This is an optimization exercise on Yosys and OpenROAD, whose aim is small area, a short achievable clock period and few clock cycles, not a production implementation.
In this exercise RTL edits were held to simulation tests only and were not proved equivalent to the original.
No activity file was given, so power comes from the tool's default toggle rates.

$ cat config.mk
export PLATFORM = sky130hd
export DESIGN_NAME = TopModule
export DESIGN_NICKNAME = TopModule
export VERILOG_FILES = /design/flow/design.v
export SDC_FILE = /design/flow/constraint.sdc
export NUM_CORES = 4
export LEC_CHECK = 0
export CAP_MARGIN = 20
export CORE_MARGIN = 2
export CORE_UTILIZATION = 40
export SETUP_SLACK_MARGIN = 1.0
export SLEW_MARGIN = 20
$ cat constraint.sdc
create_clock -name core_clock -period 26.0 [get_ports {clk}]
set_input_delay 5.2000 -clock core_clock [delete_from_list [all_inputs] [get_ports {clk}]]
set_output_delay 5.2000 -clock core_clock [all_outputs]
set_load 0.01 [all_outputs]
$ cat design.v
module TopModule(input clk, rst,
  output [31:0] imem_addr,
  input  [31:0] imem_data,
  output [31:0] dmem_addr, dmem_wdata,
  output        dmem_we, dmem_re,
  input  [31:0] dmem_rdata);
  reg [29:0] pc;                  
  reg        d_v;                 
  reg [31:0] d_i;                 
  reg        e_wb, e_fl, e_ld, e_st;
  reg        e_arith, e_inv, e_mem;
  reg [1:0]  e_cin, e_lop;
  reg        e_fa, e_fm;
  reg [3:0]  e_cond, e_dest;
  reg [11:0] e_off;
  reg [31:0] e_a, e_m;
  reg        m_wb, m_ld, m_st;
  reg [3:0]  m_dest;
  reg [31:0] m_res, m_wd;
  reg fN, fZ, fC, fV;
  reg [31:0] R [0:15];
  reg [15:0] rv;
  assign dmem_addr  = m_res;
  assign dmem_wdata = m_wd;
  assign dmem_we    = m_st;
  assign dmem_re    = m_ld;
  wire        w_en = m_wb | m_ld;
  wire [31:0] w_d  = m_ld ? dmem_rdata : m_res;
  assign imem_addr = {pc, 2'b00};
  wire [3:0] i_cond = d_i[31:28];
  wire [1:0] i_cls  = d_i[27:26];
  wire       i_I    = d_i[25];
  wire [3:0] i_op   = d_i[24:21];
  wire       i_S    = d_i[20];
  wire [3:0] i_rn   = d_i[19:16];
  wire [3:0] i_rd   = d_i[15:12];
  wire op_mov = i_op == 4'b1101, op_mvn = i_op == 4'b1111, op_add = i_op == 4'b0100,
       op_adc = i_op == 4'b0101, op_sub = i_op == 4'b0010, op_sbc = i_op == 4'b0110,
       op_and = i_op == 4'b0000, op_orr = i_op == 4'b1100, op_eor = i_op == 4'b0001,
       op_cmp = i_op == 4'b1010, op_tst = i_op == 4'b1000;
  wire i_dp   = i_cls == 2'b00;
  wire i_dpwb = i_dp & (op_mov | op_mvn | op_add | op_adc | op_sub | op_sbc | op_and | op_orr | op_eor);
  wire i_dpfl = i_dp & ((i_S & i_dpwb) | op_cmp | op_tst);
  wire i_mem  = (i_cls == 2'b01) & op_add;
  wire i_ld   = i_mem & i_S;
  wire i_st   = i_mem & ~i_S;
  wire i_br   = i_cls[1];
  wire [3:0] i_ms  = i_st ? i_rd : d_i[3:0];
  wire i_urn = (i_dp & (op_add | op_adc | op_sub | op_sbc | op_and | op_orr | op_eor | op_cmp | op_tst)) | i_mem;
  wire i_urm = i_dp & ~i_I & (i_dpwb | op_cmp | op_tst);
  wire i_um  = i_urm | i_st;
  reg  [31:0] rfa, rfm;
  integer k;
  always @(*) begin
    rfa = 32'd0; rfm = 32'd0;
    for (k = 0; k < 16; k = k + 1) begin
      rfa = rfa | ({32{(i_rn == k) & rv[k]}} & R[k]);
      rfm = rfm | ({32{(i_ms == k) & rv[k]}} & R[k]);
    end
    rfa[3:0] = rfa[3:0] | (i_rn & {4{~rv[i_rn]}});
    rfm[3:0] = rfm[3:0] | (i_ms & {4{~rv[i_ms]}});
  end
  wire byp_a  = w_en & (m_dest == i_rn);
  wire byp_mr = m_wb & (m_dest == i_ms);
  wire byp_ml = m_ld & (m_dest == i_ms);
  wire [31:0] rda = byp_a  ? w_d   : rfa;
  wire [31:0] rdm = byp_mr ? m_res : rfm;
  wire        i_imm = i_dp & i_I;
  wire [4:0]  s_amt = d_i[11:7];
  wire [1:0]  s_typ = (i_imm | ~i_dp) ? 2'b11 : d_i[6:5];
  wire [4:0]  s_r   = i_imm ? {d_i[11:8], 1'b0} : ~i_dp ? 5'd0 :
                      (s_typ == 2'b00) ? (5'd0 - s_amt) : s_amt;
  wire [31:0] s_in  = i_imm ? {24'd0, d_i[7:0]} : rdm;
  wire [31:0] s_r0 = s_r[0] ? {s_in[0],    s_in[31:1]}  : s_in;
  wire [31:0] s_r1 = s_r[1] ? {s_r0[1:0],  s_r0[31:2]}  : s_r0;
  wire [31:0] s_r2 = s_r[2] ? {s_r1[3:0],  s_r1[31:4]}  : s_r1;
  wire [31:0] s_r3 = s_r[3] ? {s_r2[7:0],  s_r2[31:8]}  : s_r2;
  wire [31:0] s_rot = s_r[4] ? {s_r3[15:0], s_r3[31:16]} : s_r3;
  reg  [31:0] s_mask;
  integer j;
  always @(*) begin
    for (j = 0; j < 32; j = j + 1)
      case (s_typ)
        2'b00:   s_mask[j] = j >= s_amt;
        2'b11:   s_mask[j] = 1'b1;
        default: s_mask[j] = j + s_amt <= 31;
      endcase
  end
  wire [31:0] sh = (s_rot & s_mask) | ({32{(s_typ == 2'b10) & s_in[31]}} & ~s_mask);
  wire i_shifted = s_amt != 5'd0;            
  wire [31:0] i_m = (byp_ml & ~i_imm) ? dmem_rdata : sh;
  function automatic cond_ok(input [3:0] c, input n, z, cc, v);
    case (c)
      4'b0000: cond_ok = z;
      4'b0001: cond_ok = ~z;
      4'b0010: cond_ok = cc;
      4'b0011: cond_ok = ~cc;
      4'b0100: cond_ok = n;
      4'b0101: cond_ok = ~n;
      4'b0110: cond_ok = v;
      4'b0111: cond_ok = ~v;
      4'b1000: cond_ok = cc & ~z;
      4'b1001: cond_ok = ~cc | z;
      4'b1010: cond_ok = n == v;
      4'b1011: cond_ok = n != v;
      4'b1100: cond_ok = (n == v) & ~z;
      4'b1101: cond_ok = (n != v) & z;
      4'b1110: cond_ok = 1'b1;
      default: cond_ok = 1'b0;
    endcase
  endfunction
  wire ex_exec = cond_ok(e_cond, fN, fZ, fC, fV);
  wire [31:0] a  = e_fa ? m_res : e_a;
  wire [31:0] mm = e_fm ? m_res : e_m;
  wire [31:0] memoff = {{20{e_off[11] | ~e_off[10]}}, ~(e_off[11] ^ e_off[10]), ~e_off[10], e_off[9:0]};
  wire [31:0] b = e_mem ? memoff : mm;
  wire [31:0] y   = e_inv ? ~b : b;
  wire        cin = e_cin[1] ? (fC ^ e_cin[0]) : e_cin[0];
  wire [32:0] s33 = {a[31], a} + {y[31], y} + {32'd0, cin};
  reg  [31:0] lg;
  always @(*) begin
    case (e_lop)
      2'b00:   lg = a & y;
      2'b01:   lg = a | y;
      2'b10:   lg = a ^ y;
      default: lg = y;
    endcase
  end
  wire [31:0] res = e_arith ? s33[31:0] : lg;
  wire [32:0] x33 = {a[31], a}, y33 = {y[31], y};
  wire [32:0] zp  = x33 ^ y33;
  wire [32:0] zk  = {x33[31:0] | y33[31:0], cin};
  wire nZ = e_arith ? (zp == zk) : ((lg == 32'd0) & ~e_inv);
  wire nN = res[31];
  wire nC = e_arith & s33[32];
  wire nV = e_arith & (s33[31] ^ s33[32]);
  wire ex_setfl = e_fl & ex_exec;
  wire [29:0] i_tgt = pc + {{6{d_i[23]}}, d_i[23:0]};
  wire i_zonly  = (i_cond[3:1] == 3'b000) | (i_cond[3:1] == 3'b111);    
  wire z_now    = ex_setfl ? nZ : fZ;
  wire br_wait  = i_br & ex_setfl & ~i_zonly;
  wire br_taken = i_br & cond_ok(i_cond, fN, z_now, fC, fV);
  wire ex_w = e_wb & ex_exec;       
  wire stall = d_v & (
        (e_ld & ex_exec & ((i_urn & (e_dest == i_rn)) | (i_um & (e_dest == i_ms))))
      | (i_urm & i_shifted & ((ex_w & (e_dest == i_ms)) | byp_ml))
      | br_wait);
  wire id_redirect = d_v & br_taken & ~stall;
  wire bubble = ~d_v | stall | i_br;
  wire [29:0] pc_inc = pc + 30'd1;
  wire [29:0] pc_next = ({30{id_redirect}} & i_tgt) | ({30{~id_redirect & ~stall}} & pc_inc) |
                        ({30{~id_redirect & stall}} & pc);
  always @(posedge clk or posedge rst) begin
    if (rst) begin
      pc <= 30'd0;
      d_v <= 1'b0;
      {e_wb, e_fl, e_ld, e_st} <= 4'd0;
      {m_wb, m_ld, m_st} <= 3'd0;
      {fN, fZ, fC, fV} <= 4'd0;
      rv <= 16'd0;
    end else begin
      pc <= pc_next;
      if (id_redirect) d_v <= 1'b0;
      else if (!stall) d_v <= 1'b1;
      if (bubble) {e_wb, e_fl, e_ld, e_st} <= 4'd0;
      else begin
        e_wb <= i_dpwb;
        e_fl <= i_dpfl;
        e_ld <= i_ld;
        e_st <= i_st;
      end
      m_wb <= ex_w;
      m_ld <= e_ld & ex_exec;
      m_st <= e_st & ex_exec;
      if (ex_setfl) {fN, fZ, fC, fV} <= {nN, nZ, nC, nV};
      if (w_en) rv[m_dest] <= 1'b1;
    end
  end
  always @(posedge clk) begin
    if (!stall) d_i <= imem_data;
    e_arith <= (i_dp & (op_add | op_adc | op_sub | op_sbc | op_cmp)) | i_mem;
    e_inv   <= i_dp & (op_sub | op_sbc | op_cmp | op_mvn);
    e_cin   <= op_adc ? 2'b10 : op_sbc ? 2'b11 : (op_sub | op_cmp) ? 2'b01 : 2'b00;
    e_lop   <= (op_and | op_tst) ? 2'b00 : op_orr ? 2'b01 : op_eor ? 2'b10 : 2'b11;
    e_mem   <= i_mem;
    e_fa    <= i_urn & ex_w & (e_dest == i_rn);
    e_fm    <= i_um & ex_w & (e_dest == i_ms);
    e_cond  <= i_cond;
    e_dest  <= i_rd;
    e_off   <= d_i[11:0];
    e_a     <= rda;
    e_m     <= i_m;
    m_dest <= e_dest;
    m_res  <= res;
    m_wd   <= mm;
    if (w_en) R[m_dest] <= w_d;
  end
endmodule
$ cat flow/run.sh
#!/bin/bash
set -euo pipefail
bash standard.sh SETUP_SLACK_MARGIN=19.5 finish > make_finish.log 2>&1
$ cat standard.sh
#!/bin/bash
# synth_recipe.tcl (not shown) runs the flow's synth.tcl, then flattens the netlist and writes it again
# the make line also repeats each setting of config.mk as NAME=value (left out here)
make -C /OpenROAD-flow-scripts/flow DESIGN_CONFIG=/design/flow/config.mk WORK_HOME=/design/flow/orfs CLKGATE_MAP_FILE= SYNTH_SCRIPT=/design/flow/synth_recipe.tcl "${@:-finish}"
==> results.yml, run 1 <==
timing:
  post-route-min-period_ps: 6490
  hold_viol: 0
  rsz0062_at_grt: "no"
  setup_viol: 0
  fin_crit_sh_pct: 25.0
  slew_headroom_pct: 13.1
  slew_viol_final: 0
  clock_skew_ps: 41.8
  finalSetupTns_ps: 0
  fmax_mhz: 154
  tightestPinTransition_ps: 1290
power_and_ir_drop:
  vdd_drop_max_uv: 41.2
  leakagePower_nw: 19.0
  p_per_area_mw_per_mm2: 71.5
clock_network:
  clkTransAtPathRegs_ps: 70
  cts_buffer_depth: 3
  cts-root-buf: "clkbuf_16"
  cts_tree: "done"
  cts.sinks: 763
  numCtsBuffers: 85
  clk_latency_ps: 700
  ctsHtreeMaxLevel: 3
  postCtsHoldBufs: 0
place:
  dp_hpwl_mm: 147
  io_buffer_count: 161
  place_area_mm2: 0.0482
  gp_congestion: 1.06
worst_setup_path:
  cp-start-kind: "register"
  cpPeakStageDelay_ps: 370
  cp-end-kind: "primary output"
  worstPathCellList: "clkdlybuf4s15_2"
  path_buf_inv: 1
  worstSetupPathType: "reg2out"
  cpLargestDelayFamily: "flip-flops"
  crit_required_ps: 20800
  cp_max_fo: 2
  worstPathArrival_ps: 1290
  crit_path_top_delay_cell: "dfxtp_4"
route:
  firstDrtPassIters: 8
  wl_mm: 224
  drtAntennaViolNets: 0
  drc: 0
  vias: 42515
  drt_iter0_drc: 7733
  drt-wirelength-per-cell_um: 37.0
  via_per_inst: 7.01
logic_synthesis:
  synth_cell_types: 98
  synth-edff-count: 544
  synthFlopType: "edfxtp_1"
  yosysWarnings: 1
  syn_area_mm2: 0.0447
  avgSynthCellArea_um2: 10.2
  ys_seq_area_share_pct: 47.0
  async_flop_share_pct: 7.60
  synth-seq-cells: 763
  synthCells: 4367
layout:
  final_common_cell: "edfxtp_1"
  layout-drive-gt1-share_pct: 15.4
  syn_to_final_growth_pct: 15.2
  final_cell_mix: "edfxtp_1, o21ai_0, nor2_1"
  final_nets: 4685
  fin_area_mm2: 0.0515
  n_fill_cell: 10245
die:
  ios: 164
  dieArea_mm2: 0.114
  coreArea_mm2: 0.111
  initial_utilization_pct: 40.4
  rows: 122
  die_y_um: 338
  die_x_um: 338
flow_run:
  drv_cap: 0
global_routing:
  use_met3_pct: 13.1
  use_met1_pct: 44.9
  grt_pass1_wl_mm: 310
  antenna_found_initial: 15
  first_global_vias: 40372
  grt_max_degree: 62
  grt_overflow: 0
  track_usage_pct: 37.7
  gr-usage-met2_pct: 56.3
  grt.busiest_layer: "met2"
hold_path:
  hp-class: "reg2reg"
outcome:
  outcome: "timing/DRC/antenna clean"
-- cells in the mapped netlist (all sizes together) (11+ instances only) --
library cell    n  share of area, %
and2           35              0.49
nor2b          39              0.55
or4            11              0.18
dfrtp          58               3.2
nand4          70              0.98
o22ai          35              0.49
o31ai          29              0.49
o21a           21              0.35
mux2i         117               2.6
a221o          12              0.27
nand3b         29              0.49
xnor2         107               2.1
a21o           29              0.49
xor2           59               1.2
or3            20              0.28
a221oi        137               2.7
buf            68              0.80
o211ai         20              0.34
or2            22              0.31
inv           132               1.1
nor3           67              0.75
nor2          293               2.5
a31o           11              0.22
ha            115               3.2
clkbuf        258               2.2
a21oi         208               2.3
a31oi          40              0.57
a22o          123               2.4
a222oi         14              0.31
a2111oi        30              0.60
edfxtp        544                37
dfxtp         161               7.2
mux2          110               2.8
nand2         222               1.9
nand2b         60              0.84
nor4           36              0.87
and4           15              0.29
o21ai         280               3.1
nand3         170               1.9
and3           94               1.3
a211oi         58              0.99
a22oi         243               4.1
-- worst register-to-register path, cell delays in order (launching register included) --
cell and delay [ps]:
edfxtp_1 610, nor4b_4 240, buf_4 240, nand2_2 80, buf_4 410, buf_4 690, mux2i_2 840, o2111ai_1 180
or4_1 690, o31ai_2 590, a21o_1 240, a211oi_1 150, o31ai_1 330, o22ai_1 120, mux2i_1 590, o21ai_0 200
-- flip-flops by register name, summed over array words and instances (netlist names), 16 cells and up --
signal and count:
m_wd 32, m_res 32, pc 30, rv 16, d_i 32, e_m 32
e_a 32, R 512
-- cells by family after synthesis --
logic type	after synthesis	synth area share (%)
other	1	0.00839
xor gates and xnor gates	166	3.25
AOI/OAI and AO/OA	1406	22.1
and+or+nand+nor	1216	14.3
muxes	237	5.90
adders and majority gates	118	3.35
buffers and inverters	460	4.10
DFF	763	47.0
-- worst paths after layout --
check | start | endpoint | slack [ps] | cells past startpoint
max | m_res[25] | dmem_addr[25] | 19510 | 1
min reg2reg | e_dest[2] | m_dest[2] | 400 | 0
min | e_dest[2] | m_dest[2] | 400 | 0
min in group asynchronous | rst | rv[12] | 5140 | 3
max reg2reg | d_i[23] | e_m[22] | 19670 | 15
max in group asynchronous | rst | pc[4] | 20240 | 3
-- final cells by class --
| cell class | count | area [µm²] | area share [%] |
|---|---|---|---|
| repair buffers | 372 | 2940 | 5.72 |
| well taps | 1488 | 1860 | 3.62 |
| multi-input cells | 3145 | 22100 | 42.9 |
| flip-flops and latches | 763 | 21200 | 41.1 |
| diodes | 3 | 7.51 | 0.0146 |
| clock buffers | 101 | 2210 | 4.29 |
| inverters | 134 | 507 | 0.984 |
| clock inverters | 55 | 703 | 1.37 |
-- metal layers --
metal	up-vias	share of wire, %
li1	17207	-
met1	20421	34
met2	3701	42
met3	1166	14
met4	20	9.4
met5	-	0.13
-- where the power goes --
part	leakage, nW	switching (mW)	internal [mW]
Combinational	10.6	0.584	0.335
Sequential	7.05	0.0657	1.41
Clock	1.41	0.543	0.742
-- through the flow --
step                      power, mW  utilization (%)  hold slack (ps)  setup slack, ps  instances
after floorplan                1.99                -              346            20080       4368
after global placement         2.35             43.5              386            19330       5841
after detailed placement       2.35             43.5              390            19310       5841
after CTS                      3.64             46.5              398            19370       6055
after global routing           3.78             46.5              406            19500       6058
final                          3.68             46.5              399            19510       6061
-- repair_timing --
item,CTS,global route
setup buffers,58,1
endpoints found under the setup margin,96,18
resized for setup,372,15
Testbench counts, summed over its fixed seeds: cycles 32,103.
==> inputs of run 2 (changes only) <==
==> run.sh (new file) <==
#!/bin/bash
# synth_recipe.tcl (not shown) runs the flow's synth.tcl, then flattens the netlist and writes it again
# the make line also repeats each setting of config.mk as NAME=value (left out here)
make -C /OpenROAD-flow-scripts/flow DESIGN_CONFIG=/design/flow/config.mk WORK_HOME=/design/flow/orfs CLKGATE_MAP_FILE= SYNTH_SCRIPT=/design/flow/synth_recipe.tcl finish
removed: flow/run.sh
removed: standard.sh
==> results.yml, run 2 <==
outcome:
  outcome: "timing/DRC/antenna clean"
die:
  coreArea_mm2: 0.111
  die_x_um: 338
  dieArea_mm2: 0.114
  rows: 122
  initial_utilization_pct: 40.4
  ios: 164
  die_y_um: 338
clock_network:
  clk_latency_ps: 730
  cts_buffer_depth: 3
  clkTransAtPathRegs_ps: 60
  postCtsHoldBufs: 0
  cts.sinks: 763
  cts_resized: 0
  numCtsBuffers: 87
  cts-root-buf: "clkbuf_16"
  ctsHtreeMaxLevel: 3
  cts_setup_buffers: 0
  cts_tree: "done"
power_and_ir_drop:
  combPwrFrac_pct: 23.2
  p_switching_mw: 1.17
  p_per_area_mw_per_mm2: 71.2
  vdd_drop_max_uv: 50.8
  power.total_mw: 3.64
  power.internal_mw: 2.47
  seqPwrFrac_pct: 41.4
  clockPowerShare_pct: 35.4
  netSwitchingFraction_pct: 32.3
  leakagePower_nw: 18.6
logic_synthesis:
  synth_top_cell_by_area: "edfxtp_1"
  synthTopCellsByCount: "edfxtp_1, nor2_1, o21ai_0"
  syn_area_mm2: 0.0447
  ys_seq_area_share_pct: 47.0
  synthCells: 4367
  synth-edff-count: 544
  async_flop_share_pct: 7.60
  yosysMostFrequentCell: "edfxtp_1"
  synth_top_area_share_pct: 36.6
  avgSynthCellArea_um2: 10.2
  synth_cell_types: 98
  synth-seq-cells: 763
  synthTopCellsByArea: "edfxtp_1, dfxtp_1, a22oi_1"
  synthFlopType: "edfxtp_1"
  yosysWarnings: 1
route:
  firstDrtPassIters: 9
  drt_iter0_drc: 6941
  drt-wirelength-per-cell_um: 36.0
  drc: 0
  via_per_inst: 7.00
  wl_mm: 216
  vias: 42097
  drtAntennaViolNets: 0
timing:
  slew_viol_final: 0
  finalSetupTns_ps: 0
  clock_skew_ps: 59.6
  slew_headroom_pct: 18.4
  setup_slack_ps: 18810
  worst_hold_slack_ps: 382
  setup_viol: 0
  post-route-min-period_ps: 7190
  rsz0062_at_grt: "no"
  fmax_mhz: 139
  fin_crit_sh_pct: 27.7
  tightestPinTransition_ps: 1220
  hold_viol: 0
layout:
  layout-drive-gt1-share_pct: 11.4
  max_flop_register: "R"
  final_common_cell: "edfxtp_1"
  fin_area_mm2: 0.0511
  n_fill_cell: 10179
  final_nets: 4625
  syn_to_final_growth_pct: 14.4
  final_cell_mix: "edfxtp_1, o21ai_0, nor2_1"
  largest_reg_flops: 512
place:
  place_area_mm2: 0.0482
  io_buffer_count: 161
  dp_hpwl_mm: 142
  pre_cts_ws_ps: 19390
  gp_congestion: 1.01
worst_setup_path:
  cp-start-kind: "register"
  crit_path_top_delay_cell: "dfxtp_1"
  path_buf_inv: 1
  worstPathCellList: "clkdlybuf4s50_1"
  cp_max_fo: 6
  worstSetupPathType: "reg2out"
  cpPeakStageDelay_ps: 640
  cpLargestDelayFamily: "flip-flops"
  cp-end-kind: "primary output"
  worstPathArrival_ps: 1990
  crit_required_ps: 20800
global_routing:
  first_global_vias: 39457
  grt_pass1_wl_mm: 299
  antenna_found_initial: 16
  grt_overflow: 0
  track_usage_pct: 36.3
  grt_max_degree: 59
flow_run:
  drv_cap: 0
hold_path:
  hp-class: "reg2reg"
-- run 2: cell count changes in the layout (fill, tap and decap cells not counted), sizes merged, moves of 5 or more --
cell	delta
clkdlybuf4s15	-31
dlygate4sd2	-12
clkbuf	-5
buf	-108
diode	+8
clkdlybuf4s50	+96
-- run 2: routing by layer --
metal  routed length [µm]  GRT usage [%]  share of wire (%)  up-vias
met3                29700           13.8                 14     1158
met4                20200           26.7                9.3       12
li1                     -              -                  -    17120
met1                75100           42.2                 35    20227
met5                   89              0              0.041        -
met2                91300           54.6                 42     3580
-- run 2: path summary, 6_finish.rpt --
check                      startpoint             to  slack [ps]  cells after the start
setup / recovery            m_res[31]  dmem_addr[31]       18810                      1
hold / removal              e_dest[2]      m_dest[2]         380                      0
setup reg to reg              d_i[21]        e_m[21]       19680                     13
hold reg to reg             e_dest[2]      m_dest[2]         380                      0
max in group asynchronous         rst           m_ld       20320                      3
min in group asynchronous         rst          rv[3]        5080                      3
-- run 2: cells by family after synthesis --
kind of cell	Yosys count	share of synthesized area [%]
XOR/XNOR	166	3.25
adder cells (fa/ha/maj)	118	3.35
AND/OR/NAND/NOR	1216	14.3
flip-flops	763	47.0
buffers and inverters	460	4.10
multiplexers	237	5.90
other	1	0.00839
AO/OA/AOI/OAI	1406	22.1
-- run 2: power by group through the flow --
stage,combinational [mW],sequential (mW),clock (mW)
after floorplan,0.488,1.50,0
after global placement,0.809,1.53,0
after detailed placement,0.813,1.53,0
after CTS,0.818,1.51,1.29
after global routing,0.893,1.51,1.34
final,0.845,1.51,1.29
-- run 2: final cells by class --
type	count	area, µm²	share of cell area [%]
Clock inverter	57	616	1.20
Sequential cell	763	21000	41.1
Multi-Input combinational cell	3145	22100	43.2
Timing Repair Buffer	310	2730	5.34
Inverter	134	503	0.984
Antenna cell	11	27.5	0.0538
Clock buffer	103	2300	4.50
Tap cell	1488	1860	3.64
-- run 2: metrics by stage --
stage / cells / utilization (%)
6_report: 6011 / 46.2
5_1_grt: 6001 / 46.2
4_1_cts: 5999 / 46.1
3_5_place_dp: 5839 / 43.5
3_3_place_gp: 5839 / 43.5
2_1_floorplan: 4368 / -

==> afterwards: timing with drivers on the ports <==
How much do the figures lean on ideal ports? The routed layouts below were timed once more, with nothing changed but the port constraints.
Step 1, drivers: a clkbuf_16 drives clk and a buf_2 each remaining input, both assumed.
Step 2 also shifts input and output timing later by t, the mid clock arrival at the registers, as if the neighbouring blocks saw the same clock.
Slacks: ideal ports / drivers / drivers and shift; pairs: ideal ports / drivers.
run | shift t [ns] | slack for setup (ns) | worst setup path after step 2
run 1 | 0.767 | 19.513 / 19.429 / 19.228 | input to register
run 2 | 0.774 | 18.806 / 18.732 / 19.338 | input to register
After both steps every run listed still meets setup and hold. For run 1, which loses most, drivers alone change the setup slack by -0.084 ns; drivers and shift together by -0.285 ns.
